This design comes from an exercise in tuning for small area on the open sky130 flow, not from production work.
Only simulation tests tie the RTL to the original design; equivalence was not proved.
Power figures rest on the tool's default switching activity, not on a simulated workload.

==> run a <==
// c7552_top
module c7552_top (clk,
    in213, in214, in215, in216, in209, in153, in154, in155, in156, in157, in158, in159, in160, in151, in219, in220, in221, in222, in223, in224, in225, in226, in217, in231, in232, in233, in234, in235, in236, in237, in238, in135, in144, in138, in147, in66, in50, in32, in35, in47, in121, in94, in97, in118, in100, in124, in127, in130, in103, in23, in26, in29, in41, in1486, in1480, in106, in1469, in1462, in2256, in2253, in2247, in2239, in2236, in2230, in2224, in2218, in2211, in4437, in4432, in4427, in4420, in4415, in4410, in4405, in4400, in4394, in3749, in3743, in3737, in3729, in3723, in3717, in3711, in3705, in88, in112, in87, in111, in113, in110, in109, in86, in63, in64, in85, in84, in83, in65, in62, in61, in60, in79, in80, in81, in59, in78, in77, in56, in55, in54, in53, in73, in75, in76, in74, in166, in167, in168, in169, in173, in174, in175, in176, in177, in178, in179, in180, in171, in189, in190, in191, in192, in193, in194, in195, in196, in187, in200, in201, in202, in203, in204, in205, in206, in207, in18, in12, in9, in4526, in89, in38, in4528, in211, in212, in161, in227, in239, in229, in141, in115, in44, in1459, in1496, in1492, in2208, in4393, in3701, in3698, in114, in2204, in1455, in82, in58, in70, in69, in170, in164, in165, in181, in197, in208, in198, in199, in188, in172, in162, in186, in185, in182, in183, in230, in218, in152, in210, in240, in228, in184, in150, in1, in163, in15, in1197, in134, in133, in5, in57, in339,
    out469, out471, out327, out330, out333, out336, out324, out298, out301, out304, out307, out310, out313, out316, out319, out295, out347, out350, out353, out356, out359, out362, out365, out368, out344, out376, out379, out382, out385, out388, out391, out394, out397, out373, out419, out422, out270, out246, out273, out276, out258, out264, out249, out252, out338, out321, out370, out399, out416, out414, out412, out418, out410, out408, out406, out404, out440, out438, out442, out444, out446, out448, out436, out480, out482, out484, out486, out488, out490, out492, out494, out478, out524, out526, out528, out530, out532, out534, out536, out538, out522, out544, out546, out548, out550, out552, out554, out556, out558, out542, out450, out496, out540, out560, out402, out289, out292, out279, out278, out2, out3, out432, out453, out286, out341, out281, out284, out339);
make LEC_CHECK=0 CAP_MARGIN=20 CORE_MARGIN=2 CORE_UTILIZATION=40 SLEW_MARGIN=20 finish   # period 5.0 ns
run.sh (not shown) runs the stock make flow with config.mk's settings and CLKGATE_MAP_FILE= SYNTH_SCRIPT=/design/flow/synth_recipe.tcl, a recipe that flattens the netlist after the stock synthesis.
==> inputs of run b, as changes to run a <==
--- a/flow/config.mk
+++ b/flow/config.mk
@@ -5,6 +5,7 @@
 export SDC_FILE = /design/flow/constraint.sdc
 export NUM_CORES = 4
 export LEC_CHECK = 0
+export ABC_AREA = 1
 export CAP_MARGIN = 20
 export CORE_MARGIN = 2
 export CORE_UTILIZATION = 40
==> inputs of run c, as changes to run a <==
==> flow/flow/run.sh (new file) <==
#!/bin/bash
set -euo pipefail
export BUFFER_PORTS_ARGS="-buffer_cell sky130_fd_sc_hd__buf_1"
bash standard.sh > make_flow.log 2>&1
==> flow/standard.sh (new file) <==
#!/bin/bash
# synth_recipe.tcl (not shown) runs the flow's synth.tcl, then flattens the netlist and writes it again
# the make line also repeats each setting of config.mk as NAME=value (left out here)
make -C /OpenROAD-flow-scripts/flow DESIGN_CONFIG=/design/flow/config.mk WORK_HOME=/design/flow/orfs CLKGATE_MAP_FILE= SYNTH_SCRIPT=/design/flow/synth_recipe.tcl "${@:-finish}"
removed: flow/run.sh
==> key figures <==
Run status
  • Status: timing/DRC/antenna clean

GRT
  • GRT Overall Usage: 25.3%
  • Global-route wire length before repair: 38.0 mm

Worst setup path
  • Slowest stage delay, CP: 0.50 ns
  • Critical Path Stages: 14

Layout
  • Multi-input gate area: 4920 um2
  • Non-CTS buffers: 341

Power
  • Seq. pwr: 919 uW
  • P_leak: 0.00493 uW

Timing
  • Rel. slew slack: 70.3%
[end of results for run a]
==> key figures <==
Run status
  • Status: timing/DRC/antenna clean

Logic synthesis
  • Number of synthesized flops with an enable pin: 0

GRT
  • GRT Overall Usage: 26.5%
  • Grt met3 use: 5.94%
  • Global-route wire length before repair: 45.6 mm

Layout
  • Non-CTS buffers: 318
  • Multi-input gate area: 5590 um2

Power
  • Seq. pwr: 901 uW
  • P_leak: 0.00626 uW

Place
  • Pre-CTS WS: 0.851 ns

Timing
  • Rel. slew slack: 63.6%
[end of results for run b]
==> key figures <==
Timing
  • Final setup viols: 0
  • Rel. slew slack: 69.2%

Run status
  • Status: timing/DRC/antenna clean

Worst hold path
  • Worst Hold Class: input port to flip-flop

Worst setup path
  • Crit path launch: in18
  • Slowest stage delay, CP: 0.44 ns
  • Top Family by Delay on Critical Path: simple AND/OR/NAND/NOR gates

Layout
  • Multi-input gate area: 4920 um2
  • Non-CTS buffers: 329

Power
  • Peak VDD IR: 0.000267 V
  • Seq. pwr: 915 uW

Logic synthesis
  • Avg Inst Size Synth: 8.57 um2

GRT
  • GRT Overall Usage: 22.7%

Floorplan
  • Die W: 140 um
[end of results for run c]

separate check: timing with driven ports:
How much do the figures lean on ideal ports? The routed layouts below were timed once more, with nothing changed but the port constraints.
Step 1: set_driving_cell puts a clkbuf_16 on clk and a buf_2 on each other input, an assumption about the parent block.
Step 2 adds t to the input delays and takes it off the output delays; t is the mean of the earliest and latest rising clock arrival at the registers after step 1. Input paths then give back, and output paths get back, about the clock's delay inside the block.
Three values: ideal ports, drivers, drivers and shift; two values: the first two.
| run | shift t [ns] | slack for setup (ns) | worst setup path at the end | worst data-port slew with drivers (ns) |
|---|---|---|---|---|
| run a | 0.399 | 0.515 / 0.532 / 0.133 | input to register | 0.09 |
| run b | 0.410 | 1.152 / 1.176 / 0.766 | input to register | 0.08 |
| run c | 0.398 | 0.527 / 0.544 / 0.147 | input to register | 0.06 |
After both steps every run listed still meets setup and hold. For run b, which loses most, drivers alone change the setup slack by +0.024 ns; drivers and shift together by -0.386 ns.
